Source: an optimization exercise on an open RTL-to-GDS flow (aim: small area and a short achievable clock period). Production flows keep margins and buffers that such runs may drop. Function was not checked in any run shown here: the RTL went through the layout flow alone. Power figures rest on the tool's default switching activity, not on a simulated workload.

==> design/flow/design.v <==
module FIR(Dout, Din, clk, reset);
output	[17:0]	Dout;
input 	[7:0] 	Din;
input 		clk, reset;
reg [7:0] h1, h2, h3, h4, h5, h6, h7;
reg [15:0] R;
wire s1, c1;
HA u1 (.a(h2[0]), .b(h4[0]), .s(s1), .co(c1));
wire s2, c2;
FA u2 (.a(h2[1]), .b(h4[1]), .c(c1), .s(s2), .co(c2));
wire s3, c3;
FA u3 (.a(h2[2]), .b(h4[2]), .c(c2), .s(s3), .co(c3));
wire s4, c4;
FA u4 (.a(h2[3]), .b(h4[3]), .c(c3), .s(s4), .co(c4));
wire s5, c5;
FA u5 (.a(h2[4]), .b(h4[4]), .c(c4), .s(s5), .co(c5));
wire s6, c6;
FA u6 (.a(h2[5]), .b(h4[5]), .c(c5), .s(s6), .co(c6));
wire s7, c7;
FA u7 (.a(h2[6]), .b(h4[6]), .c(c6), .s(s7), .co(c7));
wire s8, c8;
FA u8 (.a(h2[7]), .b(h4[7]), .c(c7), .s(s8), .co(c8));
wire s9, c9;
FA u9 (.a(h6[0]), .b(h7[0]), .c(Din[0]), .s(s9), .co(c9));
wire n10 = ~s1;
wire s11, c11;
FA u11 (.a(h6[1]), .b(h7[1]), .c(n10), .s(s11), .co(c11));
wire s12, c12;
FA u12 (.a(s11), .b(Din[1]), .c(c9), .s(s12), .co(c12));
wire n13 = ~h7[2];
wire s14, c14;
FA u14 (.a(h3[0]), .b(n13), .c(h6[2]), .s(s14), .co(c14));
wire n15 = ~c11;
wire s16, c16;
FA u16 (.a(s14), .b(s2), .c(n15), .s(s16), .co(c16));
wire n17 = ~s16;
wire s18, c18;
FA u18 (.a(n17), .b(Din[2]), .c(c12), .s(s18), .co(c18));
wire s19, c19;
FA u19 (.a(h6[3]), .b(h7[3]), .c(h6[2]), .s(s19), .co(c19));
wire s20, c20;
FA u20 (.a(h3[1]), .b(h7[0]), .c(c14), .s(s20), .co(c20));
wire s21, c21;
FA u21 (.a(s20), .b(s3), .c(c16), .s(s21), .co(c21));
wire n22 = ~s21;
wire s23, c23;
FA u23 (.a(s19), .b(n22), .c(Din[3]), .s(s23), .co(c23));
wire s24, c24;
FA u24 (.a(h6[0]), .b(h6[4]), .c(h7[4]), .s(s24), .co(c24));
wire s25, c25;
FA u25 (.a(h3[0]), .b(h3[2]), .c(h7[1]), .s(s25), .co(c25));
wire s26, c26;
FA u26 (.a(s1), .b(c19), .c(s24), .s(s26), .co(c26));
wire n27 = ~s26;
wire s28, c28;
FA u28 (.a(s25), .b(c20), .c(n27), .s(s28), .co(c28));
wire s29, c29;
FA u29 (.a(s28), .b(s4), .c(c21), .s(s29), .co(c29));
wire s30, c30;
FA u30 (.a(Din[0]), .b(Din[4]), .c(c23), .s(s30), .co(c30));
wire s31, c31;
FA u31 (.a(h6[1]), .b(h6[5]), .c(h7[5]), .s(s31), .co(c31));
wire s32, c32;
FA u32 (.a(h1[0]), .b(h5[0]), .c(h3[0]), .s(s32), .co(c32));
wire s33, c33;
FA u33 (.a(h3[1]), .b(h3[3]), .c(h7[2]), .s(s33), .co(c33));
wire s34, c34;
FA u34 (.a(s1), .b(c24), .c(s31), .s(s34), .co(c34));
wire s35, c35;
FA u35 (.a(c25), .b(s32), .c(s33), .s(s35), .co(c35));
wire s36, c36;
FA u36 (.a(s2), .b(c26), .c(s34), .s(s36), .co(c36));
wire n37 = ~s36;
wire s38, c38;
FA u38 (.a(s35), .b(n37), .c(c28), .s(s38), .co(c38));
wire s39, c39;
FA u39 (.a(s38), .b(s5), .c(c29), .s(s39), .co(c39));
wire n40 = ~s39;
wire s41, c41;
FA u41 (.a(Din[1]), .b(Din[5]), .c(n40), .s(s41), .co(c41));
wire s42, c42;
FA u42 (.a(h6[2]), .b(h6[6]), .c(h7[6]), .s(s42), .co(c42));
wire s43, c43;
FA u43 (.a(h1[1]), .b(h5[1]), .c(h3[1]), .s(s43), .co(c43));
wire s44, c44;
FA u44 (.a(h3[2]), .b(h3[4]), .c(h7[3]), .s(s44), .co(c44));
wire s45, c45;
FA u45 (.a(c32), .b(c33), .c(s43), .s(s45), .co(c45));
wire s46, c46;
FA u46 (.a(c31), .b(s42), .c(s2), .s(s46), .co(c46));
wire s47, c47;
FA u47 (.a(s44), .b(c35), .c(s45), .s(s47), .co(c47));
wire s48, c48;
FA u48 (.a(c34), .b(s3), .c(s46), .s(s48), .co(c48));
wire n49 = ~s47;
wire s50, c50;
FA u50 (.a(c36), .b(n49), .c(s48), .s(s50), .co(c50));
wire s51, c51;
FA u51 (.a(s50), .b(Din[2]), .c(Din[6]), .s(s51), .co(c51));
wire s52, c52;
FA u52 (.a(c38), .b(s6), .c(c39), .s(s52), .co(c52));
wire n53 = ~s52;
wire s54, c54;
FA u54 (.a(s51), .b(n53), .c(c41), .s(s54), .co(c54));
wire s55, c55;
FA u55 (.a(h6[3]), .b(h6[7]), .c(h7[7]), .s(s55), .co(c55));
wire s56, c56;
FA u56 (.a(h1[2]), .b(h5[2]), .c(h3[2]), .s(s56), .co(c56));
wire s57, c57;
FA u57 (.a(h3[3]), .b(h3[5]), .c(h7[4]), .s(s57), .co(c57));
wire s58, c58;
FA u58 (.a(c43), .b(c44), .c(s56), .s(s58), .co(c58));
wire s59, c59;
FA u59 (.a(s57), .b(c45), .c(s58), .s(s59), .co(c59));
wire s60, c60;
FA u60 (.a(c42), .b(s55), .c(s3), .s(s60), .co(c60));
wire s61, c61;
FA u61 (.a(c46), .b(s4), .c(c48), .s(s61), .co(c61));
wire s62, c62;
FA u62 (.a(s60), .b(c50), .c(s61), .s(s62), .co(c62));
wire s63, c63;
FA u63 (.a(Din[3]), .b(Din[7]), .c(s62), .s(s63), .co(c63));
wire s64, c64;
FA u64 (.a(c47), .b(s59), .c(s7), .s(s64), .co(c64));
wire s65, c65;
FA u65 (.a(c51), .b(s63), .c(c54), .s(s65), .co(c65));
wire n66 = ~s65;
wire s67, c67;
FA u67 (.a(c52), .b(s64), .c(n66), .s(s67), .co(c67));
wire s68, c68;
FA u68 (.a(h1[3]), .b(h5[3]), .c(h3[3]), .s(s68), .co(c68));
wire s69, c69;
FA u69 (.a(h3[4]), .b(h3[6]), .c(h7[5]), .s(s69), .co(c69));
wire s70, c70;
FA u70 (.a(c56), .b(c57), .c(s68), .s(s70), .co(c70));
wire s71, c71;
FA u71 (.a(s69), .b(c58), .c(s70), .s(s71), .co(c71));
wire s72, c72;
FA u72 (.a(h6[4]), .b(c55), .c(s4), .s(s72), .co(c72));
wire s73, c73;
FA u73 (.a(c60), .b(s5), .c(c61), .s(s73), .co(c73));
wire s74, c74;
FA u74 (.a(s72), .b(Din[4]), .c(c62), .s(s74), .co(c74));
wire s75, c75;
FA u75 (.a(s73), .b(c63), .c(s74), .s(s75), .co(c75));
wire s76, c76;
FA u76 (.a(c59), .b(s71), .c(s8), .s(s76), .co(c76));
wire n77 = ~s75;
wire s78, c78;
FA u78 (.a(c64), .b(n77), .c(s76), .s(s78), .co(c78));
wire n79 = ~c65;
wire s80, c80;
FA u80 (.a(n79), .b(s78), .c(c67), .s(s80), .co(c80));
wire s81, c81;
FA u81 (.a(h1[4]), .b(h5[4]), .c(h3[4]), .s(s81), .co(c81));
wire s82, c82;
FA u82 (.a(h3[5]), .b(h3[7]), .c(h7[6]), .s(s82), .co(c82));
wire s83, c83;
FA u83 (.a(h6[5]), .b(c68), .c(c69), .s(s83), .co(c83));
wire s84, c84;
FA u84 (.a(s81), .b(s82), .c(c70), .s(s84), .co(c84));
wire s85, c85;
FA u85 (.a(s83), .b(c71), .c(s84), .s(s85), .co(c85));
wire s86, c86;
FA u86 (.a(s5), .b(c72), .c(s6), .s(s86), .co(c86));
wire s87, c87;
FA u87 (.a(c73), .b(Din[5]), .c(s86), .s(s87), .co(c87));
wire s88, c88;
FA u88 (.a(c74), .b(s87), .c(c75), .s(s88), .co(c88));
wire s89, c89;
FA u89 (.a(s85), .b(c8), .c(c76), .s(s89), .co(c89));
wire n90 = ~s88;
wire s91, c91;
FA u91 (.a(n90), .b(s89), .c(c78), .s(s91), .co(c91));
wire s92, c92;
FA u92 (.a(h1[5]), .b(h5[5]), .c(h3[5]), .s(s92), .co(c92));
wire s93, c93;
FA u93 (.a(h3[6]), .b(h7[7]), .c(c81), .s(s93), .co(c93));
wire s94, c94;
FA u94 (.a(c82), .b(s92), .c(c83), .s(s94), .co(c94));
wire s95, c95;
FA u95 (.a(s93), .b(s94), .c(c84), .s(s95), .co(c95));
wire n96 = ~c85;
wire s97, c97;
FA u97 (.a(h6[6]), .b(h6[5]), .c(n96), .s(s97), .co(c97));
wire s98, c98;
FA u98 (.a(s97), .b(s6), .c(Din[6]), .s(s98), .co(c98));
wire s99, c99;
FA u99 (.a(s7), .b(c86), .c(s98), .s(s99), .co(c99));
wire s100, c100;
FA u100 (.a(c87), .b(s99), .c(c88), .s(s100), .co(c100));
wire s101, c101;
FA u101 (.a(s95), .b(c89), .c(c91), .s(s101), .co(c101));
wire s102, c102;
FA u102 (.a(h1[6]), .b(h5[6]), .c(h3[6]), .s(s102), .co(c102));
wire s103, c103;
FA u103 (.a(h3[7]), .b(h6[7]), .c(c92), .s(s103), .co(c103));
wire s104, c104;
FA u104 (.a(s102), .b(c93), .c(s103), .s(s104), .co(c104));
wire s105, c105;
FA u105 (.a(c94), .b(s104), .c(c95), .s(s105), .co(c105));
wire s106, c106;
FA u106 (.a(c97), .b(Din[7]), .c(s7), .s(s106), .co(c106));
wire s107, c107;
FA u107 (.a(c98), .b(s8), .c(s106), .s(s107), .co(c107));
wire s108, c108;
FA u108 (.a(c99), .b(s107), .c(c100), .s(s108), .co(c108));
wire n109 = ~s108;
wire s110, c110;
FA u110 (.a(s105), .b(n109), .c(c101), .s(s110), .co(c110));
wire s111, c111;
FA u111 (.a(h5[7]), .b(h3[7]), .c(c102), .s(s111), .co(c111));
wire s112, c112;
FA u112 (.a(c103), .b(s111), .c(c104), .s(s112), .co(c112));
wire n113 = ~s112;
wire s114, c114;
FA u114 (.a(h6[7]), .b(h1[7]), .c(n113), .s(s114), .co(c114));
wire s115, c115;
FA u115 (.a(s114), .b(c8), .c(s8), .s(s115), .co(c115));
wire s116, c116;
FA u116 (.a(c106), .b(c107), .c(s115), .s(s116), .co(c116));
wire n117 = ~c105;
wire s118, c118;
FA u118 (.a(n117), .b(s116), .c(c108), .s(s118), .co(c118));
wire n119 = ~h1[7];
wire s120, c120;
FA u120 (.a(n119), .b(c111), .c(c112), .s(s120), .co(c120));
wire s121, c121;
FA u121 (.a(c114), .b(c8), .c(c115), .s(s121), .co(c121));
wire n122 = ~s120;
wire s123, c123;
FA u123 (.a(n122), .b(s121), .c(c116), .s(s123), .co(c123));
wire s124, c124;
FA u124 (.a(h1[7]), .b(c121), .c(c123), .s(s124), .co(c124));
wire n125 = c18 ^ s23;
wire n126 = c18 & s23;
wire n127 = ~s29 ^ s30;
wire n128 = ~s29 & s30;
wire n129 = c30 ^ s41;
wire n130 = c30 & s41;
wire n131 = ~c80 ^ ~s91;
wire n132 = ~c80 & ~s91;
wire n133 = s100 ^ ~s101;
wire n134 = s100 & ~s101;
wire n135 = ~c110 ^ s118;
wire n136 = ~c110 & s118;
wire n137 = c118 ^ s123;
wire n138 = c118 & s123;
wire n139 = ~c120 ^ s124;
wire n140 = ~c120 & s124;
wire n141 = h1[7] ^ c124;
wire n142 = h1[7] & c124;
wire n143 = s12 & s9;
wire n144 = n125 & s18;
wire n145 = n130 | (n129 & n128);
wire n146 = n129 & n127;
wire n147 = ~s67 & s54;
wire n148 = n131 & ~s80;
wire n149 = ~s110 & n134;
wire n150 = ~s110 & n133;
wire n151 = n138 | (n137 & n136);
wire n152 = n137 & n135;
wire n153 = n142 | (n141 & n140);
wire n154 = n141 & n139;
wire n155 = s18 & n143;
wire n156 = n144 & n143;
wire n157 = s54 & n145;
wire n158 = s54 & n146;
wire n159 = n147 & n145;
wire n160 = n147 & n146;
wire n161 = n134 | (n133 & n132);
wire n162 = n133 & n148;
wire n163 = n149 | (n150 & n132);
wire n164 = n150 & n148;
wire n165 = n140 | (n139 & n151);
wire n166 = n139 & n152;
wire n167 = n153 | (n154 & n151);
wire n168 = n154 & n152;
wire n169 = n128 | (n127 & n126);
wire n170 = n127 & n156;
wire n171 = n145 | (n146 & n126);
wire n172 = n146 & n156;
wire n173 = n157 | (n158 & n126);
wire n174 = n158 & n156;
wire n175 = n159 | (n160 & n126);
wire n176 = n160 & n156;
wire n177 = n136 | (n135 & n163);
wire n178 = n135 & n164;
wire n179 = n151 | (n152 & n163);
wire n180 = n152 & n164;
wire n181 = n165 | (n166 & n163);
wire n182 = n166 & n164;
wire n183 = n167 | (n168 & n163);
wire n184 = n168 & n164;
wire n185 = ~s80 & n175;
wire n186 = ~s80 & n176;
wire n187 = n132 | (n148 & n175);
wire n188 = n148 & n176;
wire n189 = n161 | (n162 & n175);
wire n190 = n162 & n176;
wire n191 = n163 | (n164 & n175);
wire n192 = n164 & n176;
wire n193 = n177 | (n178 & n175);
wire n194 = n178 & n176;
wire n195 = n179 | (n180 & n175);
wire n196 = n180 & n176;
wire n197 = n181 | (n182 & n175);
wire n198 = n182 & n176;
wire n199 = n183 | (n184 & n175);
wire n200 = n184 & n176;
wire n201 = n127 ^ n126;
wire n202 = n129 ^ n169;
wire n203 = s54 ^ n171;
wire n204 = ~s67 ^ n173;
wire n205 = ~s80 ^ n175;
wire n206 = n131 ^ n185;
wire n207 = n133 ^ n187;
wire n208 = ~s110 ^ n189;
wire n209 = n135 ^ n191;
wire n210 = n137 ^ n193;
wire n211 = n139 ^ n195;
wire n212 = n141 ^ n197;
wire [15:0] Rn = {n212, n211, n210, n209, n208, n207, n206, n205, n204, n203, n202, n201, n125, s18, s12, s9};
wire [15:0] y;
FIR_dout udout (.R(R), .Din(Din), .y(y));
always @(posedge clk)
begin
	if (reset)
	begin
		h1 <= 8'hff;
		h2 <= 8'h00;
		h3 <= 8'hff;
		h4 <= 8'h00;
		h5 <= 8'hff;
		h6 <= 8'h00;
		h7 <= 8'hff;
		R <= 16'd65281;
	end
	else
	begin
		h1 <= ~Din;
		h2 <= ~h1;
		h3 <= ~h2;
		h4 <= ~h3;
		h5 <= ~h4;
		h6 <= ~h5;
		h7 <= ~h6;
		R <= Rn;
	end
end
assign Dout = {2'b00, y};
endmodule
module FIR_dout(input [15:0] R, input [7:0] Din, output [15:0] y);
assign y = R + {5'b0, Din, 3'b0} + {8'b0, ~Din};
endmodule
module FA(input a, input b, input c, output s, output co);
assign s = a ^ b ^ c;
assign co = (a & b) | (a & c) | (b & c);
endmodule
module HA(input a, input b, output s, output co);
assign s = a ^ b;
assign co = a & b;
endmodule
==> design/flow/flow/run.sh <==
#!/bin/bash
# Layout flow: the standard flow (standard.sh), with its standard synthesis
# unchanged, then the layout steps with a larger setup margin for repair_timing,
# faster port buffers and a smaller clock tree. Each step's full output goes to
# a log in this folder.
set -euo pipefail
bash standard.sh synth > log_synth.txt 2>&1
bash standard.sh SETUP_SLACK_MARGIN=5.5 \
  "BUFFER_PORTS_ARGS=-buffer_cell sky130_fd_sc_hd__buf_2" \
  "CTS_ARGS=-sink_clustering_enable -repair_clock_nets -dont_use_dummy_load -buf_list sky130_fd_sc_hd__clkbuf_8 -sink_clustering_size 24 -sink_clustering_max_diameter 60 -sink_clustering_levels 1" \
  finish > log_layout.txt 2>&1
==> design/flow/standard.sh <==
#!/bin/bash
# synth_recipe.tcl (not shown) runs the flow's synth.tcl, then flattens the netlist and writes it again
# the make line also repeats each setting of config.mk as NAME=value (left out here)
make -C /OpenROAD-flow-scripts/flow DESIGN_CONFIG=/design/flow/config.mk WORK_HOME=/design/flow/orfs CLKGATE_MAP_FILE= SYNTH_SCRIPT=/design/flow/synth_recipe.tcl "${@:-finish}"
==> design/flow/config.mk <==
export PLATFORM = sky130hd
export DESIGN_NAME = FIR
export DESIGN_NICKNAME = FIR
export VERILOG_FILES = /design/flow/design.v
export SDC_FILE = /design/flow/constraint.sdc
export NUM_CORES = 4
export LEC_CHECK = 0
export ABC_CLOCK_PERIOD_IN_PS = 2000
export CAP_MARGIN = 20
export CORE_MARGIN = 2
export CORE_UTILIZATION = 65
export SLEW_MARGIN = 20
export SYNTH_HIERARCHICAL = 1
==> design/flow/constraint.sdc <==
create_clock -name core_clock -period 13.0 [get_ports {clk}]
set_input_delay 2.6000 -clock core_clock [delete_from_list [all_inputs] [get_ports {clk}]]
set_output_delay 2.6000 -clock core_clock [all_outputs]
set_load 0.01 [all_outputs]
==> summary.md, run 1 <==
| Metric | Value |
|---|---|
| Status | `complete, no violations` |
| Netlist cell types | `44` |
| Leakage | `2.35 nW` |
| Worst Hold End | `h5[0]` |
| Die H | `93.0 um` |
| Clock transition at the registers of the reported paths | `0.08 ns` |
| Largest net degree at the start of global routing | `39` |
| Inserted Clock Buffers | `9` |
| Worst-path fanout max | `4` |
| Core area | `0.00769 sq mm` |
| Post-synth top flop | `dfxtp_1` |
| HP Class | `reg -> reg` |
| Tmin final | `7.37 ns` |
| Die width | `93.0 um` |
| CTS Sinks | `72` |
| Initial antenna violation count | `0` |
| Critical path arrival | `4.77 ns` |
| Setup Viol. Count Final | `0` |
| Max_cap viols | `0` |
| Fill cells | `585` |
| N_diodes | `0` |
| Register bit count reported by yosys | `72` |
| Root buffer cell | `clkbuf_8` |
| Yosys warns | `7` |
| Fin Hold WS | `0.392 ns` |
| Final TNS setup | `0 ns` |
| Gpl congestion | `0.811` |
| Fin. max-slew vios | `0` |
| H-Tree Depth | `3` |
| Most frequent cells in the layout | `fa_1, dfxtp_1, inv_1` |
| Final core occ | `0.721` |
| Total Wirelength | `9.24 mm` |
| Max Clock Skew | `0.0226 ns` |
| Area Growth Syn to Fin | `7.63%` |
| Hold buffer count at CTS | `0` |
| Total Routing Usage GR | `0.262` |
| FMAX | `136 MHz` |
| Power density over cell area | `205 mW/mm^2` |
| Synth top area share | `0.428` |
| Worst EP required | `10.40 ns` |
| Share of layout cells above drive strength 1 | `0.117` |
| Nets | `609` |
| Netlist area before placement | `0.00515 sq mm` |
| Vias in the first global route | `3,468` |
| Inst Count DP | `553` |
| Slew HR | `0.527` |
| Syn avg cell area | `11.9 sq um` |
| Io pins | `28` |
| Overflow after GRT | `0` |
| Critical path class | `in -> out` |
| Worst slew pin tran | `0.710 ns` |
| FFs w/ async S/R, synth | `0` |
| RSZ-0062 raised after global routing | `true` |
| Antenna Nets Post-Route | `0` |
| Initial Util | `0.670` |
| Dpl hpwl | `7.60 mm` |
| Final hold vios | `0` |
| Post-synth top area cell | `fa_1` |
| Commonest non-fill, non-tap cell in the layout | `fa_1` |
| Post-Layout Cell Count | `562` |
| PortBufs | `25` |
| Synth area leaders | `fa_1, dfxtp_1, ha_1` |
| Row count | `32` |
| HP Start | `h4[0]` |
| DP Worst Slack | `5.54 ns` |
| Hold Path Stages | `1` |
| Clk latency of the worst-skew pair | `0.35 ns` |
| Worst reg2reg path depth | `18` |
| Crit path from | `Din[1]` |
| Via Count | `2,978` |
| Starting DRT DRC Count | `61` |
| Seq/Total Area, Yosys | `0.280` |
| Synth Instances | `434` |
| Die area | `0.00865 sq mm` |
| Period utilization | `0.567` |
| Worst setup margin | `5.63 ns` |
| Clock Path Buffers | `2` |
| CTS tree | `yes` |
| Worst r2r src | `h2[0]` |
| Peak VDD IR | `0.000160 V` |
| Drt pass-1 iters | `4` |
| Post-synth EDFFs | `0` |
| Avg WL per Cell | `16.4 um` |
| First-pass GRT wire length | `16.8 mm` |
| Residual DRC count | `0` |
| CP Launch Type | `primary input` |
| R2R Setup Slk | `6.21 ns` |
| Worst setup EP type | `output port` |
| Crit Reg-Reg Endpoint | `R[15]` |
| Vias/cell | `5.30` |
-- sequential cells by signal, indices dropped and copies added, names as in the netlist --
signal  cells
h5          8
h7          8
h4          8
R          16
h2          8
h3          8
h1          8
h6          8
-- worst max path at each step --
stage               slack [ns]        to  depth (start not counted)
floorplan                 5.95  Dout[11]                          9
global placement          5.57  Dout[11]                         11
detailed placement        5.54  Dout[11]                         11
CTS                       5.52  Dout[11]                         11
global route              5.48   Dout[9]                         11
finish                    5.63  Dout[11]                         11
-- through the flow --
stage	area, sq um	power, mW
after floorplan	5150	0.827
after global placement	5370	0.981
after detailed placement	5370	0.992
after CTS	5490	1.13
after global routing	5540	1.27
final	5540	1.14
-- worst max-delay path, cell delays in order --
cell	delay, ns
buf_2	0.14
inv_1	0.08
ha_1	0.28
ha_1	0.22
fa_1	0.47
a21oi_2	0.20
o21ai_1	0.15
a211oi_2	0.27
a211oi_2	0.07
xor2_1	0.15
buf_2	0.14
-- cells in the mapped netlist, types with 2 or more instances --
cell type and n:
nand3b_1 2, buf_4 2, o21a_1 2, clkbuf_1 5
fa_1 110, nand2_1 43, nor2b_1 7, nand3_1 4
or2_2 2, xor2_1 11, xnor2_1 7, o21ai_0 5
a21oi_1 15, o211ai_1 2, dfxtp_1 72, inv_1 50
buf_1 3, a211oi_1 3, o21ai_1 2, ha_1 27
nor3_1 4, nor2_1 33, a21o_1 2
-- layout make-up --
cell class	count	area, sq um	area share
clock buffers	9	124	0.0223
repair buffers	26	133	0.0239
multi-input cells	303	3530	0.637
inverters	50	188	0.0339
well taps	102	128	0.0230
flip-flops and latches	72	1440	0.260
-- kinds of logic after synthesis --
| logic type | synth area share |
|---|---|
| fa+ha+maj | 0.493 |
| simple gates | 0.0838 |
| flops | 0.280 |
| buf+inv | 0.0452 |
| compound gates | 0.0646 |
| xor+xnor | 0.0306 |
| other cells | 0.000728 |
| mux | 0.00194 |
-- what timing repair did --
action,CTS,global route
gates resized for setup,0,11
setup buffers,0,0
endpoints found under the setup margin,0,7
-- per-layer routing --
layer / GRT usage / share of wire / vias to the layer above / wire [um]
li1: - / - / 1405 / -
met1: 0.347 / 0.44 / 1525 / 4030
met2: 0.452 / 0.52 / 40 / 4820
met3: 0.0508 / 0.030 / 8 / 278
met4: 0.0637 / 0.012 / 0 / 107
met5: 0 / 0 / - / 0
-- modules after synthesis (local to each module, per instance) --
module	flip-flops and latches	copies in the design	cell area, sq um	cells inside
FIR	72	1	2300	229
FIR_dout	0	1	777	101
FA	0	103	20.0	1
HA	0	1	12.5	1
-- power breakdown --
group	switching, mW	internal, mW
logic	0.409	0.340
clock network	0.0707	0.0617
registers	0.0113	0.245
total	0.491	0.647
==> inputs of run 2 (changes only) <==
--- a/design/flow/flow/run.sh
+++ b/design/flow/flow/run.sh
@@ -9,3 +9,3 @@
   "BUFFER_PORTS_ARGS=-buffer_cell sky130_fd_sc_hd__buf_2" \
-  "CTS_ARGS=-sink_clustering_enable -repair_clock_nets -dont_use_dummy_load -buf_list sky130_fd_sc_hd__clkbuf_8 -sink_clustering_size 24 -sink_clustering_max_diameter 60 -sink_clustering_levels 1" \
+  "CTS_ARGS=-repair_clock_nets -dont_use_dummy_load -buf_list sky130_fd_sc_hd__clkbuf_4 -root_buf sky130_fd_sc_hd__clkbuf_16" \
   finish > log_layout.txt 2>&1
==> run 2 against run 1 <==
Net effect:
- die area is the same
- critical path type unchanged
- clock power up 52%
- non-clock buffer count is the same
- design area rose by 1.9%
- still clean on timing, DRC and antenna
- largest power group unchanged
- fmax is 0.95% higher
- global-route usage is 1.2 points higher
- setup slack improved by 0.069 ns
- wire length is 4.8% higher
- cell count did not move
==> summary.md, run 2 <==
| Metric | Value |
|---|---|
| Most frequent cells after synthesis | `fa_1, dfxtp_1, inv_1 (unchanged)` |
| Synth area leaders | `fa_1, dfxtp_1, ha_1 (unchanged)` |
| Setup Viol. Count Final | `0 (unchanged)` |
| Clock Path Buffers | `2 (unchanged)` |
| Nets | `609 (unchanged)` |
| Dpl hpwl | `7.60 mm (unchanged)` |
| Yosys warns | `7 (unchanged)` |
| Seq/Total Area, Yosys | `0.280 (unchanged)` |
| Netlist cell types | `44 (unchanged)` |
| Vias in the first global route | `3,481 (was 3,468)` |
| Status | `complete, no violations (unchanged)` |
| Worst setup EP type | `output port (unchanged)` |
| First-pass GRT wire length | `17.3 mm (was 16.8 mm)` |
| Fin Hold WS | `0.390 ns (was 0.392 ns)` |
| Critical Path Sink | `Dout[14] (was Dout[11])` |
| Met3 WL | `352 um (was 278 um)` |
| Max Clock Skew | `0.0181 ns (was 0.0226 ns)` |
| Cts repair resizes | `0 (unchanged)` |
| R2R Setup Slk | `6.17 ns (was 6.21 ns)` |
| Largest net degree at the start of global routing | `39 (unchanged)` |
| Critical path arrival | `4.70 ns (was 4.77 ns)` |
| Peak VDD IR | `0.000170 V (was 0.000160 V)` |
| FFs w/ async S/R, synth | `0 (unchanged)` |
| Synth top area share | `0.428 (unchanged)` |
| RSZ-0062 raised after global routing | `true (unchanged)` |
| Overflow after GRT | `0 (unchanged)` |
| N_diodes | `0 (unchanged)` |
| Leakage | `2.40 nW (was 2.35 nW)` |
| Placed Instance Area | `0.00537 sq mm (unchanged)` |
| Die area | `0.00865 sq mm (unchanged)` |
| Worst slew pin tran | `0.700 ns (was 0.710 ns)` |
| Register area | `0.00144 sq mm (unchanged)` |
| Reg power frac | `0.212 (was 0.225)` |
| Row count | `32 (unchanged)` |
| Worst-path fanout max | `6 (was 4)` |
| M1 wire length | `4.01 mm (was 4.03 mm)` |
| Avg WL per Cell | `17.2 um (was 16.4 um)` |
| Max_cap viols | `0 (unchanged)` |
| Cell area after layout | `0.00565 sq mm (was 0.00554 sq mm)` |
| Power density over cell area | `215 mW/mm^2 (was 205 mW/mm^2)` |
| Worst reg2reg path depth | `18 (unchanged)` |
| Clock transition at the registers of the reported paths | `0.06 ns (was 0.08 ns)` |
| Starting DRT DRC Count | `60 (was 61)` |
| Tmin final | `7.30 ns (was 7.37 ns)` |
| Gpl congestion | `0.811 (unchanged)` |
| Internal power | `0.709 mW (was 0.647 mW)` |
| Post-CTS setup buffers | `0 (unchanged)` |
| Most frequent cell after synthesis | `fa_1 (unchanged)` |
| CP Launch Type | `primary input (unchanged)` |
| Vias/cell | `5.35 (was 5.30)` |
| Die width | `93.0 um (unchanged)` |
| Netlist area before placement | `0.00515 sq mm (unchanged)` |
| FMAX | `137 MHz (was 136 MHz)` |
| Share of layout cells above drive strength 1 | `0.124 (was 0.117)` |
| Commonest non-fill, non-tap cell in the layout | `fa_1 (unchanged)` |
| Crit Reg-Reg Endpoint | `R[15] (unchanged)` |
| Final hold vios | `0 (unchanged)` |
| Die H | `93.0 um (unchanged)` |
| Total Wirelength | `9.68 mm (was 9.24 mm)` |
| Biggest register | `R (unchanged)` |
| Max Used Layer | `met4 (unchanged)` |
| Fin. max-slew vios | `0 (unchanged)` |
| Net switching power figure | `0.504 mW (was 0.491 mW)` |
| Syn avg cell area | `11.9 sq um (unchanged)` |
| Via Count | `3,006 (was 2,978)` |
| DP Worst Slack | `5.54 ns (unchanged)` |
| Period utilization | `0.562 (was 0.567)` |
| Net Sw Frac | `0.416 (was 0.431)` |
| Met2 WL | `5.04 mm (was 4.82 mm)` |
| Post-synth EDFFs | `0 (unchanged)` |
| Fill cells | `558 (was 585)` |
| Clk latency of the worst-skew pair | `0.33 ns (was 0.35 ns)` |
| Max FFs per register | `16 (unchanged)` |
| PortBufs | `25 (unchanged)` |
| Synth Instances | `434 (unchanged)` |
| Final TNS setup | `0 ns (unchanged)` |
| Worst setup margin | `5.70 ns (was 5.63 ns)` |
| Register bit count reported by yosys | `72 (unchanged)` |
| Multi-input logic area | `0.00354 sq mm (was 0.00353 sq mm)` |
| Slew HR | `0.534 (was 0.527)` |
| Drt pass-1 iters | `4 (unchanged)` |
| Initial Util | `0.670 (unchanged)` |
| H-Tree Depth | `3 (unchanged)` |
| Worst EP required | `10.40 ns (about the same)` |
| Initial antenna violation count | `0 (unchanged)` |
| Inserted Clock Buffers | `9 (unchanged)` |
| Critical path class | `in -> out (unchanged)` |
| Io pins | `28 (unchanged)` |
| Root buffer cell | `clkbuf_16 (was clkbuf_8)` |
| CTS tree | `yes (unchanged)` |
| HP Class | `reg -> reg (unchanged)` |
| Clk pwr share | `0.166 (was 0.116)` |
| Worst r2r src | `h2[0] (unchanged)` |
| Crit path from | `Din[3] (was Din[1])` |
| CTS Sinks | `72 (unchanged)` |
| Area Growth Syn to Fin | `9.72% (was 7.63%)` |
| Post-synth top area cell | `fa_1 (unchanged)` |
| Core area | `0.00769 sq mm (unchanged)` |
| Antenna Nets Post-Route | `0 (unchanged)` |
| Residual DRC count | `0 (unchanged)` |
| Combinational power share | `0.623 (was 0.658)` |
| Most frequent cells in the layout | `fa_1, dfxtp_1, inv_1 (unchanged)` |
| Post-synth top flop | `dfxtp_1 (unchanged)` |
| Total Routing Usage GR | `0.274 (was 0.262)` |
| Hold buffer count at CTS | `0 (unchanged)` |
## run 2: cell counts after synthesis
Identical to the previous run, type by type.
## run 2: worst max-delay path, cell delays in order
cell      delay (ns)
buf_2           0.15
inv_1           0.10
fa_1            0.51
inv_1           0.04
ha_1            0.27
a211oi_2        0.24
nor2_1          0.09
o31ai_2         0.29
a21oi_1         0.12
xor2_1          0.15
buf_2           0.14
## run 2: per-layer routing
metal / vias to the layer above / GRT usage
li1: 1407 / -
met1: 1524 / 0.357
met2: 53 / 0.465
met3: 22 / 0.0427
met4: 0 / 0.108
met5: - / 0
## run 2: per-module statistics from Yosys (local to each module, per instance)
module	copies in the design	area, sq um
FIR	1	2300
FA	103	20.0
HA	1	12.5
FIR_dout	1	777
## run 2: power by group through the flow
| stage | Sequential (mW) | Clock (mW) | Combinational [mW] |
|---|---|---|---|
| 3_5_place_dp | 0.261 | 0 | 0.731 |
| 3_3_place_gp | 0.261 | 0 | 0.720 |
| 2_1_floorplan | 0.259 | 0 | 0.568 |
| 4_1_cts | 0.257 | 0.207 | 0.743 |
| 5_1_grt | 0.259 | 0.215 | 0.871 |
| 6_report | 0.257 | 0.201 | 0.756 |
## run 2: worst min-delay path by stage
stage	from	end	slack, ns	depth (start not counted)
after detailed placement	h2[0]	h3[0]	0.37	1
final	h2[0]	h3[0]	0.39	1
after global routing	h4[0]	h5[0]	0.40	1
after floorplan	h4[0]	h5[0]	0.36	1
after CTS	h4[0]	h5[0]	0.39	1
after global placement	h4[0]	h5[0]	0.37	1
## run 2: cell type report
type,instances,share of cell area
Sequential cell,72,0.255
Multi-Input combinational cell,303,0.626
Timing Repair Buffer,26,0.0235
Inverter,50,0.0332
Tap cell,102,0.0226
Clock buffer,9,0.0399
## run 2: metrics by stage
| stage | power (mW) | utilization | instances |
|---|---|---|---|
| after floorplan | 0.827 | - | 435 |
| after global placement | 0.981 | 0.698 | 553 |
| after detailed placement | 0.992 | 0.698 | 553 |
| after CTS | 1.21 | 0.728 | 562 |
| after global routing | 1.34 | 0.735 | 562 |
| final | 1.21 | 0.735 | 562 |
## run 2: cells by family (layout without fill, tap and decap cells)
kind of cell,Yosys count,count (layout),synth area share
AO/OA/AOI/OAI,46,46,0.0646
XOR/XNOR,18,18,0.0306
adder cells (fa/ha/maj),137,137,0.493
buffers and inverters,60,85,0.0452
flip-flops,72,72,0.280
multiplexers,1,1,0.00194
other,1,2,0.000728
AND/OR/NAND/NOR,99,99,0.0838
==> inputs of run 3 (changes only) <==
--- a/design/flow/flow/run.sh
+++ b/design/flow/flow/run.sh
@@ -9,3 +9,3 @@
   "BUFFER_PORTS_ARGS=-buffer_cell sky130_fd_sc_hd__buf_2" \
-  "CTS_ARGS=-repair_clock_nets -dont_use_dummy_load -buf_list sky130_fd_sc_hd__clkbuf_4 -root_buf sky130_fd_sc_hd__clkbuf_16" \
+  "CTS_ARGS=-sink_clustering_enable -repair_clock_nets -dont_use_dummy_load -buf_list sky130_fd_sc_hd__clkbuf_4 -root_buf sky130_fd_sc_hd__clkbuf_8 -tree_buf sky130_fd_sc_hd__clkbuf_4" \
   finish > log_layout.txt 2>&1
==> run 3 against run 2 <==
Net effect:
- largest cell class unchanged
- via count fell by 0.93%
- critical path depth is the same
- sequential power is essentially flat
- still clean on timing, DRC and antenna
- design area shrank 1.9%
- synthesized cell count is the same
- clock power is 34% lower
==> summary.md, run 3 <==
| Metric | Value |
|---|---|
| Status | `complete, no violations (unchanged)` |
| CP Launch Type | `primary input (unchanged)` |
| Crit Reg-Reg Endpoint | `R[15] (unchanged)` |
| RSZ-0062 raised after global routing | `true (unchanged)` |
| Register bit count reported by yosys | `72 (unchanged)` |
| Critical path arrival | `4.77 ns (was 4.70 ns)` |
| Leakage | `2.35 nW (was 2.40 nW)` |
| Netlist cell types | `44 (unchanged)` |
| Total Routing Usage GR | `0.262 (was 0.274)` |
| Max FFs per register | `16 (unchanged)` |
| Netlist area before placement | `0.00515 sq mm (unchanged)` |
| Tmin final | `7.37 ns (was 7.30 ns)` |
| Largest net degree at the start of global routing | `39 (unchanged)` |
| Initial Util | `0.670 (unchanged)` |
| Clock transition at the registers of the reported paths | `0.08 ns (was 0.06 ns)` |
| Initial antenna violation count | `0 (unchanged)` |
| Yosys warns | `7 (unchanged)` |
| CTS Sinks | `72 (unchanged)` |
| Row count | `32 (unchanged)` |
| Die H | `93.0 um (unchanged)` |
| Most frequent cells after synthesis | `fa_1, dfxtp_1, inv_1 (unchanged)` |
| First-pass GRT wire length | `16.8 mm (was 17.3 mm)` |
| Die width | `93.0 um (unchanged)` |
| Placed Instance Area | `0.00537 sq mm (unchanged)` |
| Worst setup EP type | `output port (unchanged)` |
| Starting DRT DRC Count | `61 (was 60)` |
| Overflow after GRT | `0 (unchanged)` |
| Cell area after layout | `0.00554 sq mm (was 0.00565 sq mm)` |
| Post-CTS setup buffers | `0 (unchanged)` |
| Synth Instances | `434 (unchanged)` |
| Fill cells | `585 (was 558)` |
| R2R Setup Slk | `6.21 ns (was 6.17 ns)` |
| Seq/Total Area, Yosys | `0.280 (unchanged)` |
| Biggest register | `R (unchanged)` |
| Syn avg cell area | `11.9 sq um (unchanged)` |
| Worst slew pin tran | `0.710 ns (was 0.700 ns)` |
| Final TNS setup | `0 ns (unchanged)` |
| Period utilization | `0.567 (was 0.562)` |
| Post-synth top flop | `dfxtp_1 (unchanged)` |
| Worst r2r src | `h2[0] (unchanged)` |
| Most frequent cell after synthesis | `fa_1 (unchanged)` |
| Clock Path Buffers | `2 (unchanged)` |
| Commonest non-fill, non-tap cell in the layout | `fa_1 (unchanged)` |
| N_diodes | `0 (unchanged)` |
| Vias/cell | `5.30 (was 5.35)` |
| HP Class | `reg -> reg (unchanged)` |
| Worst EP required | `10.40 ns (about the same)` |
| Critical Path Sink | `Dout[11] (was Dout[14])` |
| Setup Viol. Count Final | `0 (unchanged)` |
| Slew HR | `0.527 (was 0.534)` |
| Final hold vios | `0 (unchanged)` |
| FFs w/ async S/R, synth | `0 (unchanged)` |
| Share of layout cells above drive strength 1 | `0.117 (was 0.124)` |
| Root buffer cell | `clkbuf_8 (was clkbuf_16)` |
| Io pins | `28 (unchanged)` |
| Peak VDD IR | `0.000160 V (was 0.000170 V)` |
| Fin. max-slew vios | `0 (unchanged)` |
| Crit path from | `Din[1] (was Din[3])` |
| Inserted Clock Buffers | `9 (unchanged)` |
| Gpl congestion | `0.811 (unchanged)` |
| Critical path class | `in -> out (unchanged)` |
| Vias in the first global route | `3,468 (was 3,481)` |
| Dpl hpwl | `7.60 mm (unchanged)` |
| Power density over cell area | `205 mW/mm^2 (was 215 mW/mm^2)` |
| Avg WL per Cell | `16.4 um (was 17.2 um)` |
| Total Wirelength | `9.24 mm (was 9.68 mm)` |
| Clk latency of the worst-skew pair | `0.35 ns (was 0.33 ns)` |
| Die area | `0.00865 sq mm (unchanged)` |
| Post-synth top area cell | `fa_1 (unchanged)` |
| Synth area leaders | `fa_1, dfxtp_1, ha_1 (unchanged)` |
| H-Tree Depth | `3 (unchanged)` |
| Drt pass-1 iters | `4 (unchanged)` |
| Max_cap viols | `0 (unchanged)` |
| Synth top area share | `0.428 (unchanged)` |
| FMAX | `136 MHz (was 137 MHz)` |
| Most frequent cells in the layout | `fa_1, dfxtp_1, inv_1 (unchanged)` |
| Post-synth EDFFs | `0 (unchanged)` |
| Nets | `609 (unchanged)` |
| PortBufs | `25 (unchanged)` |
| Residual DRC count | `0 (unchanged)` |
| Area Growth Syn to Fin | `7.63% (was 9.72%)` |
| CTS tree | `yes (unchanged)` |
| Max Clock Skew | `0.0226 ns (was 0.0181 ns)` |
| Worst-path fanout max | `4 (was 6)` |
| Core area | `0.00769 sq mm (unchanged)` |
| Via Count | `2,978 (was 3,006)` |
| Worst reg2reg path depth | `18 (unchanged)` |
| Antenna Nets Post-Route | `0 (unchanged)` |
[run 3: through the flow]
stage	hold slack [ns]	power (mW)	util	instances	worst slack (ns)
global placement	0.373	0.981	0.698	553	5.57
CTS	0.395	1.13	0.715	562	5.52
global route	0.403	1.27	0.721	562	5.48
detailed placement	0.373	0.992	0.698	553	5.54
floorplan	0.362	0.827	-	435	5.95
finish	0.392	1.14	0.721	562	5.63
[run 3: what timing repair did]
action / 4_1_cts / 5_1_grt
endpoints found under the setup margin: 0 / 7
hold buffers: 0 / 0
resized for setup: 0 / 11
[run 3: worst min path at each step]
stage | depth (start not counted) | slack, ns | to | from
final | 1 | 0.39 | h5[0] | h4[0]
after global routing | 1 | 0.40 | h5[0] | h4[0]
after CTS | 1 | 0.40 | h3[2] | h2[2]
after detailed placement | 1 | 0.37 | h3[0] | h2[0]
after global placement | 1 | 0.37 | h5[0] | h4[0]
after floorplan | 1 | 0.36 | h5[0] | h4[0]
[run 3: cell families after synthesis]
kind of cell / share of synthesized area
flops: 0.280
fa+ha+maj: 0.493
compound gates: 0.0646
other cells: 0.000728
mux: 0.00194
xor+xnor: 0.0306
buf+inv: 0.0452
simple gates: 0.0838
[run 3: worst max-delay path: stages]
cell and delay [ns]:
buf_2 0.14, inv_1 0.08, ha_1 0.28, ha_1 0.22, fa_1 0.47, a21oi_2 0.20, o21ai_1 0.15, a211oi_2 0.27
a211oi_2 0.07, xor2_1 0.15, buf_2 0.14
[run 3: cell type report]
type | count | area, sq um | share of cell area
Sequential cell | 72 | 1440 | 0.260
Tap cell | 102 | 128 | 0.0230
Clock buffer | 9 | 124 | 0.0223
Multi-Input combinational cell | 303 | 3530 | 0.637
Timing Repair Buffer | 26 | 133 | 0.0239
Inverter | 50 | 188 | 0.0339
[run 3: per-layer routing]
layer,global-route usage,routed length (um),up-vias
met4,0.0637,107,0
met1,0.347,4030,1525
li1,-,-,1405
met3,0.0508,278,8
met2,0.452,4820,40
met5,0,0,-
[run 3: Yosys stat by module (local to each module, per instance)]
module | area (sq um) | copies in the design
FA | 20.0 | 103
HA | 12.5 | 1
FIR | 2300 | 1
FIR_dout | 777 | 1
[run 3: where the power goes]
| group | switching (mW) | leakage (nW) | internal [mW] |
|---|---|---|---|
| logic | 0.409 | 1.70 | 0.340 |
| clock network | 0.0707 | 0.0647 | 0.0617 |
| registers | 0.0113 | 0.591 | 0.245 |
| total | 0.491 | 2.35 | 0.647 |
==> inputs of run 4 (changes only) <==
--- a/design/flow/flow/run.sh
+++ b/design/flow/flow/run.sh
@@ -9,3 +9,3 @@
   "BUFFER_PORTS_ARGS=-buffer_cell sky130_fd_sc_hd__buf_2" \
-  "CTS_ARGS=-sink_clustering_enable -repair_clock_nets -dont_use_dummy_load -buf_list sky130_fd_sc_hd__clkbuf_4 -root_buf sky130_fd_sc_hd__clkbuf_8 -tree_buf sky130_fd_sc_hd__clkbuf_4" \
+  "CTS_ARGS=-sink_clustering_enable -repair_clock_nets -dont_use_dummy_load -buf_list sky130_fd_sc_hd__clkbuf_4 -root_buf sky130_fd_sc_hd__clkbuf_4 -tree_buf sky130_fd_sc_hd__clkbuf_4" \
   finish > log_layout.txt 2>&1
--- a/design/flow/config.mk
+++ b/design/flow/config.mk
@@ -10,3 +10,3 @@
 export CORE_MARGIN = 2
-export CORE_UTILIZATION = 65
+export CORE_UTILIZATION = 75
 export SLEW_MARGIN = 20
==> run 4 against run 3 <==
Net effect:
- synthesized cell count unchanged
- utilization increased by 9.0 points
- critical path depth unchanged
- clock skew increased by 0.017 ns
- critical path type unchanged
- flip-flop and latch count unchanged
- setup slack got worse by 0.0012 ns
- register-to-register slack got worse by 0.03 ns
- clock power decreased by 23%
- highest routed layer unchanged
==> summary.md, run 4 <==
| Metric | Value |
|---|---|
| Starting DRT DRC Count | `129 (was 61)` |
| Die H | `86.9 um (was 93.0 um)` |
| Worst setup EP type | `output port (unchanged)` |
| Register area | `0.00144 sq mm (unchanged)` |
| Cts repair resizes | `0 (unchanged)` |
| Final core occ | `0.811 (was 0.721)` |
| Synth Instances | `434 (unchanged)` |
| First-pass GRT wire length | `16.5 mm (was 16.8 mm)` |
| Die area | `0.00755 sq mm (was 0.00865 sq mm)` |
| CTS tree | `yes (unchanged)` |
| Seq/Total Area, Yosys | `0.280 (unchanged)` |
| Drt pass-1 iters | `7 (was 4)` |
| Max Clock Skew | `0.0399 ns (was 0.0226 ns)` |
| Slew HR | `0.493 (was 0.527)` |
| Root buffer cell | `clkbuf_4 (was clkbuf_8)` |
| Setup Viol. Count Final | `0 (unchanged)` |
| Synth top area share | `0.428 (unchanged)` |
| Row count | `30 (was 32)` |
| PortBufs | `25 (unchanged)` |
| Hold buffer count at CTS | `0 (unchanged)` |
| Worst-path fanout max | `6 (was 4)` |
| Avg WL per Cell | `18.6 um (was 16.4 um)` |
| Share of layout cells above drive strength 1 | `0.120 (was 0.117)` |
| Yosys warns | `7 (unchanged)` |
| Netlist cell types | `44 (unchanged)` |
| Biggest register | `R (unchanged)` |
| Peak VDD IR | `0.000116 V (was 0.000160 V)` |
| Gpl congestion | `0.861 (was 0.811)` |
| HP Class | `reg -> reg (unchanged)` |
| Largest net degree at the start of global routing | `38 (was 39)` |
| Area Growth Syn to Fin | `5.81% (was 7.63%)` |
| Final hold vios | `0 (unchanged)` |
| Synth area leaders | `fa_1, dfxtp_1, ha_1 (unchanged)` |
| Clk latency of the worst-skew pair | `0.42 ns (was 0.35 ns)` |
| Most frequent cells in the layout | `fa_1, dfxtp_1, inv_1 (unchanged)` |
| Total Wirelength | `10.0 mm (was 9.24 mm)` |
| RSZ-0062 raised after global routing | `true (unchanged)` |
| Fill cells | `411 (was 585)` |
| Vias in the first global route | `3,400 (was 3,468)` |
| Die width | `86.9 um (was 93.0 um)` |
| Clock Path Buffers | `2 (unchanged)` |
| Most frequent cells after synthesis | `fa_1, dfxtp_1, inv_1 (unchanged)` |
| Leakage | `2.33 nW (was 2.35 nW)` |
| Io pins | `28 (unchanged)` |
| Post-synth top area cell | `fa_1 (unchanged)` |
| Post-Layout Cell Count | `540 (was 562)` |
| Period utilization | `0.567 (about the same)` |
| Clock transition at the registers of the reported paths | `0.09 ns (was 0.08 ns)` |
| Overflow after GRT | `0 (unchanged)` |
| Critical path arrival | `4.77 ns (about the same)` |
| Fin. max-slew vios | `0 (unchanged)` |
| Initial antenna violation count | `0 (unchanged)` |
| Inst Count DP | `531 (was 553)` |
| Post-CTS setup buffers | `0 (unchanged)` |
| Total power draw | `1.11 mW (was 1.14 mW)` |
| Critical path class | `in -> out (unchanged)` |
| Max_cap viols | `0 (unchanged)` |
| Vias/cell | `5.76 (was 5.30)` |
| Worst slew pin tran | `0.760 ns (was 0.710 ns)` |
| Final TNS setup | `0 ns (unchanged)` |
| Tmin final | `7.37 ns (about the same)` |
| Post-synth top flop | `dfxtp_1 (unchanged)` |
| Via Count | `3,110 (was 2,978)` |
| H-Tree Depth | `3 (unchanged)` |
| Post-synth EDFFs | `0 (unchanged)` |
| Residual DRC count | `0 (unchanged)` |
| Syn avg cell area | `11.9 sq um (unchanged)` |
| Max FFs per register | `16 (unchanged)` |
| Initial Util | `0.766 (was 0.670)` |
| Total Routing Usage GR | `0.306 (was 0.262)` |
| FFs w/ async S/R, synth | `0 (unchanged)` |
| Netlist area before placement | `0.00515 sq mm (unchanged)` |
| Commonest non-fill, non-tap cell in the layout | `fa_1 (unchanged)` |
| CP Launch Type | `primary input (unchanged)` |
| CTS Sinks | `72 (unchanged)` |
| Nets | `609 (unchanged)` |
| Most frequent cell after synthesis | `fa_1 (unchanged)` |
| Power density over cell area | `203 mW/mm^2 (was 205 mW/mm^2)` |
| Worst EP required | `10.40 ns (about the same)` |
| Core area | `0.00672 sq mm (was 0.00769 sq mm)` |
| FMAX | `136 MHz (about the same)` |
| Multi-input logic area | `0.00352 sq mm (was 0.00353 sq mm)` |
| Antenna Nets Post-Route | `0 (unchanged)` |
| Inserted Clock Buffers | `9 (unchanged)` |
| Register bit count reported by yosys | `72 (unchanged)` |
| Status | `complete, no violations (unchanged)` |
| N_diodes | `0 (unchanged)` |
| Dpl hpwl | `8.27 mm (was 7.60 mm)` |
run 4: cell type report:
cell class | count | area share
multi-input cells | 303 | 0.646
well taps | 80 | 0.0184
inverters | 50 | 0.0344
clock buffers | 9 | 0.0124
repair buffers | 26 | 0.0243
flip-flops and latches | 72 | 0.265
run 4: layer usage:
metal  part of all wire  wire length, um  vias up  track usage
met1               0.39             3950     1600        0.386
met3              0.050              497       20       0.0626
met2               0.53             5340       85        0.536
li1                   -                -     1405            -
met4              0.024              243        0       0.0923
met5                  0                0        -            0
run 4: critical path, cell delays in order:
cell and delay (ns):
buf_2 0.18, inv_1 0.09, fa_1 0.51, inv_1 0.04, ha_2 0.39, nand2_1 0.09, nor2_1 0.18, o211ai_1 0.19
a21oi_1 0.22, xor2_1 0.15, buf_2 0.14
run 4: where the power goes:
| part | total (mW) | switching (mW) | internal (mW) |
|---|---|---|---|
| logic | 0.749 | 0.411 | 0.338 |
| clock network | 0.102 | 0.0701 | 0.0323 |
| registers | 0.257 | 0.0120 | 0.245 |
run 4: per-module statistics from Yosys, one instance, submodules excluded:
module | times used | cells inside | flops+latches | cell area [sq um]
FA | 103 | 1 | 0 | 20.0
HA | 1 | 1 | 0 | 12.5
FIR | 1 | 229 | 72 | 2300
FIR_dout | 1 | 101 | 0 | 777
run 4: final timing paths:
path | from | to | slack (ns) | cells after the start
max | Din[4] | Dout[15] | 5.63 | 11
min | h4[6] | h5[6] | 0.41 | 1
max reg2reg | h2[0] | R[15] | 6.18 | 18
min reg2reg | h4[6] | h5[6] | 0.41 | 1
run 4: per-stage QoR:
step,hold WS (ns),worst slack [ns],instance area [sq um]
2_1_floorplan,0.362,5.95,5150
3_3_place_gp,0.368,5.62,5340
3_5_place_dp,0.382,5.57,5340
4_1_cts,0.413,5.56,5410
5_1_grt,0.415,5.47,5450
6_report,0.408,5.63,5450
run 4: logic make-up (layout without fill, tap and decap cells):
| kind of cell | after synthesis | count (layout) | synth area share |
|---|---|---|---|
| simple gates | 99 | 99 | 0.0838 |
| xor+xnor | 18 | 18 | 0.0306 |
| buf+inv | 60 | 85 | 0.0452 |
| flops | 72 | 72 | 0.280 |
| other cells | 1 | 2 | 0.000728 |
| compound gates | 46 | 46 | 0.0646 |
| mux | 1 | 1 | 0.00194 |
| fa+ha+maj | 137 | 137 | 0.493 |
==> inputs of run 5 (changes only) <==
--- a/design/flow/config.mk
+++ b/design/flow/config.mk
@@ -10,3 +10,3 @@
 export CORE_MARGIN = 2
-export CORE_UTILIZATION = 75
+export CORE_UTILIZATION = 85
 export SLEW_MARGIN = 20
==> run 5 against run 4 <==
Net effect:
- the run now fails in global routing
- synthesized cell count is the same
- synthesized area is the same
==> summary.md, run 5 <==
| Metric | Value |
|---|---|
| Worst Endpoint after GRT Repair | `Dout[12]` |
| Synth Instances | `434 (unchanged)` |
| Die H | `81.8 um (was 86.9 um)` |
| Netlist area before placement | `0.00515 sq mm (unchanged)` |
| H-Tree Depth | `3 (unchanged)` |
| Failed at | `global routing` |
| Err | `[ERROR GRT-0232] Routing congestion too high. Check the congestion heatmap in the GUI.` |
| Register bit count reported by yosys | `72 (unchanged)` |
| Post-CTS setup buffers | `0 (unchanged)` |
| Syn avg cell area | `11.9 sq um (unchanged)` |
| Gpl congestion | `0.858 (was 0.861)` |
| Synth top area share | `0.428 (unchanged)` |
| Row count | `28 (was 30)` |
| WEP type | `primary output` |
| FFs w/ async S/R, synth | `0 (unchanged)` |
| Inserted Clock Buffers | `9 (unchanged)` |
| Dpl hpwl | `10.5 mm (was 8.27 mm)` |
| Root buffer cell | `clkbuf_4 (unchanged)` |
| Most frequent cell after synthesis | `fa_1 (unchanged)` |
| Yosys warns | `7 (unchanged)` |
| Most frequent cells after synthesis | `fa_1, dfxtp_1, inv_1 (unchanged)` |
| Overflow after GRT | `22` |
| Netlist cell types | `44 (unchanged)` |
| Synth area leaders | `fa_1, dfxtp_1, ha_1 (unchanged)` |
| CTS Sinks | `72 (unchanged)` |
| Largest net degree at the start of global routing | `38` |
| Post-synth top area cell | `fa_1 (unchanged)` |
| Initial Util | `0.875 (was 0.766)` |
| Inst Count DP | `526 (was 531)` |
| PortBufs | `25 (unchanged)` |
| Seq/Total Area, Yosys | `0.280 (unchanged)` |
| Die width | `81.8 um (was 86.9 um)` |
| Total Routing Usage GR | `0.648` |
| Post-synth EDFFs | `0 (unchanged)` |
| Post-synth top flop | `dfxtp_1 (unchanged)` |
| Status | `stopped before the end (was complete, no violations)` |
| Clock Path Buffers | `2 (unchanged)` |
| Io pins | `28 (unchanged)` |
| DP Worst Slack | `5.45 ns (was 5.57 ns)` |
run 5: cell counts after synthesis:
No cell type changed its count.
run 5: logic make-up after synthesis:
logic type / after synthesis / synth area share
other: 1 / 0.000728
AO/OA/AOI/OAI: 46 / 0.0646
AND/OR/NAND/NOR: 99 / 0.0838
multiplexers: 1 / 0.00194
buffers and inverters: 60 / 0.0452
XOR/XNOR: 18 / 0.0306
flip-flops: 72 / 0.280
adder cells (fa/ha/maj): 137 / 0.493
run 5: stage by stage:
step	cell area, sq um	util
floorplan	5150	-
CTS	5420	0.921
detailed placement	5340	0.906
global placement	5340	0.906
run 5: metal layers:
layer,GRT usage,GRT overflow
met1,0.659,0
met2,0.851,14
met3,0.475,0
met4,0.587,8
met5,0.0750,0
run 5: worst max-delay path by stage:
| stage | to | slack, ns |
|---|---|---|
| global placement | Dout[11] | 5.63 |
| detailed placement | Dout[14] | 5.45 |
| floorplan | Dout[11] | 5.95 |
| CTS | Dout[14] | 5.52 |
run 5: Yosys stat by module (local to each module, per instance):
module    cell area [sq um]  flip-flops and latches  cells  times used
FIR                    2300                      72    229           1
FIR_dout                777                       0    101           1
FA                     20.0                       0      1         103
HA                     12.5                       0      1           1
run 5: power groups by stage:
stage,logic (mW),clock network [mW],registers [mW]
after CTS,0.829,0.101,0.258
after detailed placement,0.814,0,0.263
after global placement,0.694,0,0.261
after floorplan,0.568,0,0.259
run 5: timing repair:
| item | in CTS |
|---|---|
| hold endpoints to repair | 0 |
| hold buffers | 0 |
| cloned | 0 |
| pin swaps | 1 |
| setup endpoints to repair | 6 |
| resized for setup | 4 |
==> inputs of run 6 (changes only) <==
--- a/design/flow/config.mk
+++ b/design/flow/config.mk
@@ -10,3 +10,4 @@
 export CORE_MARGIN = 2
-export CORE_UTILIZATION = 85
+export CORE_UTILIZATION = 75
+export PLACE_DENSITY = 0.85
 export SLEW_MARGIN = 20
==> run 6 against run 5 <==
Net effect:
- now clean on timing, DRC and antenna
- synthesized area unchanged
- synthesized cell count is the same
==> summary.md, run 6 <==
| Metric | Value |
|---|---|
| Root buffer cell | `clkbuf_4 (unchanged)` |
| FMAX | `136 MHz` |
| CTS tree | `yes` |
| Peak VDD IR | `0.000126 V` |
| Yosys warns | `7 (unchanged)` |
| Antenna Nets Post-Route | `0` |
| Avg WL per Cell | `18.2 um` |
| Largest stage delay on the critical path | `0.50 ns` |
| Net Sw Frac | `0.448` |
| Total Wirelength | `9.81 mm` |
| Io pins | `28 (unchanged)` |
| Worst setup margin | `5.64 ns` |
| Starting DRT DRC Count | `141` |
| Setup Viol. Count Final | `0` |
| Inserted Clock Buffers | `9 (unchanged)` |
| CP cell instances | `buf_2 -> inv_1 -> fa_1 -> inv_1 -> ha_1 -> nand2_1 -> nor2_1 -> o211ai_1 -> a21boi_1 -> xor2_1 -> buf_2` |
| Net switching power figure | `0.497 mW` |
| Clk latency of the worst-skew pair | `0.42 ns` |
| Drt pass-1 iters | `4` |
| Reg power frac | `0.231` |
| Post-synth top area cell | `fa_1 (unchanged)` |
| Max FFs per register | `16` |
| Die area | `0.00755 sq mm` |
| First-pass GRT wire length | `16.8 mm` |
| Final core occ | `0.811` |
| Max_cap viols | `0` |
| Gpl congestion | `0.840 (was 0.858)` |
| Dpl hpwl | `8.20 mm (was 10.5 mm)` |
| Row count | `30 (was 28)` |
| Most frequent cell after synthesis | `fa_1 (unchanged)` |
| FFs w/ async S/R, synth | `0 (unchanged)` |
| Tmin final | `7.36 ns` |
| Leakage | `2.33 nW` |
| Total power draw | `1.11 mW` |
| Delay-heaviest family, CP | `adder cells` |
| Status | `complete, no violations (was stopped before the end)` |
| Share of layout cells above drive strength 1 | `0.117` |
| Total Routing Usage GR | `0.306` |
| R2R Setup Slk | `6.16 ns` |
| Worst EP required | `10.40 ns` |
| Initial Util | `0.766 (was 0.875)` |
| Fill cells | `395` |
| Critical path's slowest cell | `fa_1` |
| Post-synth EDFFs | `0 (unchanged)` |
| Critical path class | `in -> out` |
| PortBufs | `25 (unchanged)` |
| Combinational power share | `0.677` |
| Syn avg cell area | `11.9 sq um (unchanged)` |
| Internal power | `0.614 mW` |
| Worst-path fanout max | `6` |
| Clock Path Buffers | `2 (unchanged)` |
| Post-CTS setup buffers | `0 (unchanged)` |
| Max Clock Skew | `0.0400 ns` |
| Critical path arrival | `4.76 ns` |
| Period utilization | `0.566` |
| Nets | `609` |
| WP depth | `11` |
| Slew HR | `0.515` |
| Worst setup EP type | `output port` |
| Overflow after GRT | `0` |
| Initial antenna violation count | `0` |
| Seq/Total Area, Yosys | `0.280 (unchanged)` |
| N_diodes | `0` |
| Area Growth Syn to Fin | `5.86%` |
| Commonest non-fill, non-tap cell in the layout | `fa_1` |
| Hold Path Stages | `1` |
| Via Count | `3,171` |
| Most frequent cells after synthesis | `fa_1, dfxtp_1, inv_1 (unchanged)` |
| CP Launch Type | `primary input` |
| Worst slew pin tran | `0.727 ns` |
| Worst reg2reg path depth | `18` |
| Fin Hold WS | `0.382 ns` |
| Hold buffer count at CTS | `0 (unchanged)` |
| Final TNS setup | `0 ns` |
| Clk pwr share | `0.092` |
| CTS Sinks | `72 (unchanged)` |
| Post-synth top flop | `dfxtp_1 (unchanged)` |
| Core area | `0.00672 sq mm` |
| WP buf/inv | `4` |
| Register bit count reported by yosys | `72 (unchanged)` |
| Residual DRC count | `0` |
| RSZ-0062 raised after global routing | `false` |
| Synth Instances | `434 (unchanged)` |
| Synth area leaders | `fa_1, dfxtp_1, ha_1 (unchanged)` |
| Biggest register | `R` |
| Clock transition at the registers of the reported paths | `0.12 ns` |
| Vias/cell | `5.87` |
| DP Worst Slack | `5.46 ns (was 5.45 ns)` |
| HP Class | `reg -> reg` |
| Largest net degree at the start of global routing | `38` |
| Final hold vios | `0` |
| Netlist area before placement | `0.00515 sq mm (unchanged)` |
| Die width | `86.9 um (was 81.8 um)` |
| Vias in the first global route | `3,606` |
| H-Tree Depth | `3 (unchanged)` |
| Power density over cell area | `204 mW/mm^2` |
| Most frequent cells in the layout | `fa_1, dfxtp_1, inv_1` |
| Netlist cell types | `44 (unchanged)` |
| Fin. max-slew vios | `0` |
| Die H | `86.9 um (was 81.8 um)` |
| Synth top area share | `0.428 (unchanged)` |
-- run 6: cell type report --
type | count | area, sq um | area share
Timing Repair Buffer | 26 | 133 | 0.0243
Multi-Input combinational cell | 303 | 3520 | 0.646
Tap cell | 80 | 100 | 0.0184
Clock buffer | 9 | 67.6 | 0.0124
Sequential cell | 72 | 1440 | 0.264
Inverter | 50 | 188 | 0.0344
-- run 6: power by group through the flow --
stage	sequential, mW	clock, mW	combinational, mW
after global routing	0.259	0.112	0.853
final	0.257	0.102	0.752
after CTS	0.257	0.104	0.742
after detailed placement	0.262	0	0.737
after floorplan	0.259	0	0.568
after global placement	0.261	0	0.697
-- run 6: Yosys stat by module (local to each module, per instance) --
module    cell area (sq um)  copies in the design  cells
FA                     20.0                   103      1
FIR_dout                777                     1    101
HA                     12.5                     1      1
FIR                    2300                     1    229
-- run 6: cell families (layout without fill, tap and decap cells) --
kind of cell / Yosys count / in the layout / share of synthesized area
XOR/XNOR: 18 / 18 / 0.0306
buffers and inverters: 60 / 85 / 0.0452
multiplexers: 1 / 1 / 0.00194
adder cells (fa/ha/maj): 137 / 137 / 0.493
other: 1 / 2 / 0.000728
AND/OR/NAND/NOR: 99 / 99 / 0.0838
AO/OA/AOI/OAI: 46 / 46 / 0.0646
flip-flops: 72 / 72 / 0.280
-- run 6: path summary, 6_finish.rpt --
check | end | from
hold reg to reg | h5[0] | h4[0]
setup reg to reg | R[15] | h2[0]
hold / removal | h5[0] | h4[0]
setup / recovery | Dout[13] | Din[4]
-- run 6: what timing repair did --
item,4_1_cts,5_1_grt
setup endpoints to repair,1,6
gates cloned,0,0
gates resized for setup,1,9
pin swaps,0,4
-- run 6: metal layers --
layer | share of wire | global-route usage
met5 | 0 | 0
met2 | 0.53 | 0.534
met4 | 0.031 | 0.131
met3 | 0.043 | 0.0512
met1 | 0.39 | 0.380
-- run 6: through the flow --
step	instance area (sq um)	instances
finish	5450	540
global route	5450	540
CTS	5410	540
detailed placement	5340	531
global placement	5340	531
floorplan	5150	435

==> port drivers added, routing unchanged <==
The flow's constraints put no driver on any port. The routed layouts listed below were extracted and timed again, unchanged, in two steps. Step 1: set_driving_cell puts a clkbuf_16 on clk and a buf_2 on each other input, an assumption about the parent block. Step 2 moves the port delays by t, midway between the first and last clock arrival at a register: inputs arrive t later, outputs are due t later. That takes back most of the time a late clock gives input paths. Three values: ideal, step 1, step 2; two values: the first two.
run	shift t [ns]	setup slack, ns	worst hold slack (ns)	slew at the worst register clock pin (ns)	worst slew at a driven data input, ns
run 1	0.371	5.628 / 5.605 / 5.605	0.392 / 0.392 / 0.392	0.08 / 0.08	0.04
run 2	0.364	5.697 / 5.673 / 5.673	0.390 / 0.390 / 0.390	0.06 / 0.06	0.04
run 3	0.371	5.628 / 5.605 / 5.605	0.392 / 0.392 / 0.392	0.08 / 0.08	0.04
run 4	0.428	5.627 / 5.603 / 5.603	0.408 / 0.408 / 0.408	0.12 / 0.12	0.03
run 6	0.429	5.644 / 5.620 / 5.620	0.382 / 0.382 / 0.382	0.12 / 0.12	0.03
After both steps every run listed still meets setup and hold.
